Source: an optimization exercise on an open RTL-to-GDS flow (aim: small area, a short achievable clock period and few clock cycles). Production flows keep margins and buffers that such runs may drop. Function was checked by simulation only, so behaviour that the tests miss may differ from the original.

## JAM
module JAM (
    input CLK,
    input RST,
    output [2:0] W,
    output [2:0] J,
    input [6:0] Cost,
    output [3:0] MatchCount,
    output [9:0] MinCost,
    output reg Valid );
Size: about 270 flip-flops, about 30 I/O pins.
export LEC_CHECK = 0
export ABC_AREA = 1
export CAP_MARGIN = 20
export CORE_MARGIN = 2
export CORE_UTILIZATION = 50
export PLACE_DENSITY = 0.65
export SETUP_SLACK_MARGIN = 5
export SLEW_MARGIN = 20
create_clock -name core_clock -period 10.0 [get_ports {CLK}]
standard.sh (not shown) runs the stock make flow with config.mk's settings and CLKGATE_MAP_FILE= SYNTH_SCRIPT=/design/flow/synth_recipe.tcl, a recipe that flattens the netlist after the stock synthesis.
==> flow/flow/run.sh <==
#!/bin/bash
# The standard layout (standard.sh: the standard synthesis, then ORFS to the
# final layout), with timing repair aiming at 5.8 ns of setup slack instead of
# config.mk's 5, so that it works further on the paths it shortens.
set -euo pipefail
sed 's/SETUP_SLACK_MARGIN=[0-9.]*/SETUP_SLACK_MARGIN=5.8/' standard.sh > standard_margin.sh
bash standard_margin.sh > standard.log 2>&1
The starting point completed without violations.
Testbench counts at the start, summed over its fixed seeds: cycles 2,845.
Rerun with:
==> flow/flow/run.sh (replaced) <==
#!/bin/bash
# The standard layout (standard.sh: the standard synthesis, then ORFS to the
# final layout), with timing repair aiming at 6.0 ns of setup slack instead of
# config.mk's 5, so that it works further on the paths it shortens.
set -euo pipefail
sed 's/SETUP_SLACK_MARGIN=[0-9.]*/SETUP_SLACK_MARGIN=6.0/' standard.sh > standard_margin.sh
bash standard_margin.sh > standard.log 2>&1
GPL_ROUTABILITY_DRIVEN = 0   (was default)
The new run ran to the end with no violations.
Worst setup slack gets better by 0.054 ns.
Synthesized cell count does not change.
Cell area went up by a few percent.
Global-route usage went down by 0.91 points.
Final cell count went up slightly.
Fmax went up slightly.
Wire length went down slightly.

========
Another version of the RTL of JAM (not shown whole).
Size: roughly 2200 cells after synthesis, ~270 flip-flops.
export LEC_CHECK = 0
export ABC_AREA = 1
export CAP_MARGIN = 20
export CORE_MARGIN = 2
export CORE_UTILIZATION = 50
export PLACE_DENSITY = 0.65
export SETUP_SLACK_MARGIN = 5
export SLEW_MARGIN = 20
create_clock -name core_clock -period 10.0 [get_ports {CLK}]
==> flow/flow/run.sh <==
#!/bin/bash
# The standard layout (standard.sh: the standard synthesis, then ORFS to the
# final layout), with timing repair aiming at 5.7 ns of setup slack instead of
# config.mk's 5, so that it works further on the paths it shortens.
set -euo pipefail
sed 's/SETUP_SLACK_MARGIN=[0-9.]*/SETUP_SLACK_MARGIN=5.7/' standard.sh > standard_margin.sh
bash standard_margin.sh > standard.log 2>&1
The baseline ran to the end with no violations.
Testbench counts at the start, summed over its fixed seeds: cycles 2,845.
==> next run, changes <==
==> flow/flow/run.sh (replaced) <==
#!/bin/bash
# The standard layout (standard.sh: the standard synthesis, then ORFS to the
# final layout), with timing repair aiming at 5.5 ns of setup slack instead of
# config.mk's 5, so that it works further on the paths it shortens.
set -euo pipefail
sed 's/SETUP_SLACK_MARGIN=[0-9.]*/SETUP_SLACK_MARGIN=5.5/' standard.sh > standard_margin.sh
bash standard_margin.sh > standard.log 2>&1
What happened:
- utilization goes down by 1.3 points
- clock skew decreases by 0.0077 ns
- via count came out higher by 0.68%
- global-route usage is lower by 0.32 points
- sequential cell count does not change
==> next run, changes <==
==> flow/flow/run.sh (replaced) <==
#!/bin/bash
# The standard layout (standard.sh: the standard synthesis, then ORFS to the
# final layout), with timing repair aiming at 5.6 ns of setup slack instead of
# config.mk's 5, so that it works further on the paths it shortens.
set -euo pipefail
sed 's/SETUP_SLACK_MARGIN=[0-9.]*/SETUP_SLACK_MARGIN=5.6/' standard.sh > standard_margin.sh
bash standard_margin.sh > standard.log 2>&1
Effect: The changed run ran to the end with no violations. Cell count stays flat. Final area increases slightly. Worst hold slack improves by 0.0058 ns. Fmax increases by a few percent. Non-clock buffer count increases by 3. First-iteration DRC count increases slightly. Core utilization increases by 0.46 points. Via count decreases slightly.
==> next run, changes <==
- ABC_AREA: 1 -> 0
Result: The new run produced a clean layout; hold slack got worse by 0.019 ns; global-route usage is lower by 0.74 points; cell area is higher by a little under a tenth; non-clock buffer count is higher by 69; synthesized area is higher by a few percent; wire length is higher slightly; flip-flop and latch count does not change; worst setup slack got worse by 0.54 ns.

========
JAM, a different RTL version from the one above (not shown whole).
Size: ~260 flip-flops, roughly 30 I/O pins.
Settings: LEC_CHECK=0, CAP_MARGIN=20, CORE_MARGIN=2, CORE_UTILIZATION=40, PLACE_DENSITY=0.6, SETUP_SLACK_MARGIN=5, SLEW_MARGIN=20; clock period 10.0 ns.
run.sh (not shown) runs the stock make flow with config.mk's settings and CLKGATE_MAP_FILE= SYNTH_SCRIPT=/design/flow/synth_recipe.tcl, a recipe that flattens the netlist after the stock synthesis.
Stock flow here: none of the scripts above is used.
Testbench counts at the start, summed over its fixed seeds: cycles 3,413.
Change:
- SETUP_SLACK_MARGIN: 5 -> default
Effect: The new run completed without violations. Via count fell by about 4.3%. Wire length fell by 4.4%. Non-clock buffer count fell by 118. Setup slack got worse by 2300 ps. First-iteration DRC count fell by 11%.
Change:
- SETUP_SLACK_MARGIN: default -> 4
Effect: The changed run finished with timing, DRC and antenna clean. Area after synthesis stays the same. Cell area grows by 4.7%. Die area is unchanged. Critical path depth grows by 2. Routed wire length grows by about 2.5%. Sequential cell count stays the same. Core utilization grows by 2.1 points. Global-route usage grows by 0.24 points.

========
RTL: one of the versions met above, not the one the previous note started from.
Size: roughly 270 flip-flops, about 18,000 um^2 of cells after synthesis.
Settings: LEC_CHECK=0, ABC_AREA=1, CAP_MARGIN=20, CORE_MARGIN=2, CORE_UTILIZATION=50, CTS_CLUSTER_SIZE=28, PLACE_DENSITY=0.65, SETUP_SLACK_MARGIN=5, SLEW_MARGIN=20; clock period 10.0 ns.
standard.sh (not shown) runs the stock make flow with config.mk's settings and CLKGATE_MAP_FILE= SYNTH_SCRIPT=/design/flow/synth_recipe.tcl, a recipe that flattens the netlist after the stock synthesis.
==> flow/flow/run.sh <==
#!/bin/bash
# The standard layout (standard.sh: the standard synthesis, then ORFS to the
# final layout), with timing repair aiming at 5.6 ns of setup slack instead of
# config.mk's 5, so that it works further on the paths it shortens.
set -euo pipefail
sed 's/SETUP_SLACK_MARGIN=[0-9.]*/SETUP_SLACK_MARGIN=5.6/' standard.sh > standard_margin.sh
bash standard_margin.sh > standard.log 2>&1
Testbench counts at the start, summed over its fixed seeds: cycles 2,845.
==> next run, changes <==
CTS_CLUSTER_SIZE = default   (was 28)
PLACE_DENSITY = 0.75   (was 0.65)
The changed run went through all stages and came out clean.
Fmax goes down by 4.2%.
Global-route usage goes down by 0.59 points.
Wire length hardly moves.
Die area is unchanged.

========
== build 63 ==
RTL: one of the versions met above, not the one the previous note started from.
Size: ~2300 cells after synthesis, ~30 I/O pins, about 19000 um^2 of cells after synthesis.
clock: 10.0 ns
lec_check: 0
abc_area: 1
cap_margin: 20
core_margin: 2
core_utilization: 50
place_density: 0.65
setup_slack_margin: 5
slew_margin: 20
==> flow/flow/run.sh <==
#!/bin/bash
# The standard layout (standard.sh: the standard synthesis, then ORFS to the
# final layout), with timing repair aiming at 6.0 ns of setup slack instead of
# config.mk's 5, so that it works further on the paths it shortens.
set -euo pipefail
sed 's/SETUP_SLACK_MARGIN=[0-9.]*/SETUP_SLACK_MARGIN=6.0/' standard.sh > standard_margin.sh
bash standard_margin.sh > standard.log 2>&1
Build 63 went all the way through the flow, and no timing, DRC or antenna check failed.
Testbench counts of build 63, summed over its fixed seeds: cycles 2,845.
#### Input delta (build 68 over build 63)
--- a/flow/config.mk
+++ b/flow/config.mk
@@ -10,4 +10,4 @@
 export CORE_MARGIN = 2
-export CORE_UTILIZATION = 50
-export PLACE_DENSITY = 0.65
+export CORE_UTILIZATION = 60
+export PLACE_DENSITY = 0.72
 export SETUP_SLACK_MARGIN = 5
==> comparison <==
Build 68 finished every step from synthesis to the final layout, and the layout passed the timing, design-rule and antenna checks.
Against build 63 as the reference, build 68 delivers a lower transition time at the pin with the least slew margin.
Between build 63 and build 68, global-route wire length before repair is lower for build 68, build 63 comes in above that.
Final standard cell area without fillers on build 68 is down relative to build 63.
Build 68 ends up with a largest net degree at the start of global routing that is 2 higher than in build 63.
Relative to build 68, the following input files were edited for build 36:
--- a/flow/config.mk
+++ b/flow/config.mk
@@ -10,4 +10,4 @@
 export CORE_MARGIN = 2
-export CORE_UTILIZATION = 60
-export PLACE_DENSITY = 0.72
+export CORE_UTILIZATION = 45
+export PLACE_DENSITY = 0.6
 export SETUP_SLACK_MARGIN = 5
Notes after the runs:
- Relative to build 68, number of nets in the final layout increased by 24 in build 36.
- sky130_fd_sc_hd__o21ai_0 as the master of the slowest instance on the critical path was reported by build 68, and sky130_fd_sc_hd__dfrtp_1 by build 36.
- Build 36 gives more max-slew headroom at the worst pin than build 68 did.
- Delta (build 36 minus build 68): wire length of the first global-routing pass moved up; critical path depth moved up; cell area moved up.
- Between build 36 and build 68, it is build 36 whose setup slack after placement is lower, by 0.078 ns.
- Changes observed in build 36 relative to build 68: critical path data required time rose 0.15 ns, share of the core filled with cells in the final layout shows a reduction of 16 points.
Inputs modified between build 36 and build 54:
==> flow/flow/run.sh <==
#!/bin/bash
# The standard layout (standard.sh: the standard synthesis, then ORFS to the
# final layout), with timing repair aiming at 6.3 ns of setup slack instead of
# config.mk's 5, so that it works further on the paths it shortens.
set -euo pipefail
sed 's/SETUP_SLACK_MARGIN=[0-9.]*/SETUP_SLACK_MARGIN=6.3/' standard.sh > standard_margin.sh
bash standard_margin.sh > standard.log 2>&1
--- a/flow/config.mk
+++ b/flow/config.mk
@@ -10,4 +10,4 @@
 export CORE_MARGIN = 2
-export CORE_UTILIZATION = 45
-export PLACE_DENSITY = 0.6
+export CORE_UTILIZATION = 50
+export PLACE_DENSITY = 0.65
 export SETUP_SLACK_MARGIN = 5
Results
The lower cell total after placement came out of build 54. Total non-filler cell area in the finished layout (build 54 over build 36): increase, 3.1%. Comparing build 54 and build 36, the lower number of fill cells in the layout is on build 54. From build 36 to build 54 the numbers moved as follows: share of the cycle needed by the critical path after routing shows an increase of 0.16 points; detailed-route vias per instance moved up; arrival time at the worst endpoint higher. Build 54 closes out successfully: all stages finished, all timing, DRC and antenna checks passed.

==> separate check: timing with driven ports <==
No port has a modelled driver above. Below, the same layouts with a new extraction and two added sets of constraints. Step 1 assumes that a clkbuf_16 drives the clock port and a buf_2 every other input. Step 2 also shifts input and output timing later by t, the mid clock arrival at the registers, as if the neighbouring blocks saw the same clock. Slacks: no drivers / after step 1 / after step 2; pairs: no drivers / after step 1.
| run | t (ns) | setup slack, ns | worst hold slack (ns) | clock arrival spread, ns | slew at the worst register clock pin (ns) |
|---|---|---|---|---|---|
| the first run of note 1 | 0.648 | 5.899 / 5.899 / 5.324 | 0.479 / 0.479 / 0.479 | 0.017 / 0.016 | 0.07 / 0.07 |
| the second run of note 1 | 0.625 | 5.953 / 5.953 / 5.449 | 0.471 / 0.471 / 0.471 | 0.028 / 0.028 | 0.08 / 0.08 |
| the first run of note 2 | 0.627 | 5.616 / 5.647 / 5.020 | 0.471 / 0.471 / 0.471 | 0.027 / 0.027 | 0.07 / 0.07 |
| the second run of note 2 | 0.629 | 5.551 / 5.500 / 5.136 | 0.469 / 0.469 / 0.469 | 0.019 / 0.020 | 0.07 / 0.07 |
| the third run of note 2 | 0.621 | 5.653 / 5.602 / 5.241 | 0.475 / 0.475 / 0.475 | 0.031 / 0.031 | 0.07 / 0.07 |
| the fourth run of note 2 | 0.629 | 5.117 / 5.117 / 4.998 | 0.456 / 0.456 / 0.456 | 0.014 / 0.015 | 0.07 / 0.07 |
| the first run of note 3 | 0.638 | 4.289 / 4.289 / 3.695 | 0.461 / 0.461 / 0.461 | 0.026 / 0.026 | 0.07 / 0.07 |
| the second run of note 3 | 0.633 | 2.019 / 2.019 / 2.019 | 0.463 / 0.463 / 0.463 | 0.018 / 0.019 | 0.07 / 0.07 |
| the third run of note 3 | 0.633 | 4.040 / 4.040 / 3.553 | 0.467 / 0.467 / 0.467 | 0.021 / 0.021 | 0.07 / 0.07 |
| the first run of note 4 | 0.621 | 5.653 / 5.602 / 5.241 | 0.475 / 0.475 / 0.475 | 0.031 / 0.031 | 0.07 / 0.07 |
| the second run of note 4 | 0.619 | 5.464 / 5.464 / 5.099 | 0.465 / 0.465 / 0.465 | 0.031 / 0.031 | 0.07 / 0.07 |
| build 63 | 0.637 | 6.010 / 6.010 / 5.426 | 0.466 / 0.466 / 0.466 | 0.020 / 0.020 | 0.08 / 0.08 |
| build 68 | 0.645 | 5.955 / 5.955 / 5.444 | 0.470 / 0.470 / 0.470 | 0.027 / 0.027 | 0.07 / 0.07 |
| build 36 | 0.643 | 6.036 / 6.036 / 5.434 | 0.468 / 0.468 / 0.468 | 0.050 / 0.050 | 0.07 / 0.07 |
| build 54 | 0.643 | 6.020 / 6.020 / 5.452 | 0.466 / 0.466 / 0.466 | 0.029 / 0.030 | 0.07 / 0.07 |
After both steps every run listed still meets setup and hold. For build 36, which loses most, drivers alone change the setup slack by 0.000 ns; drivers and shift together by -0.602 ns.
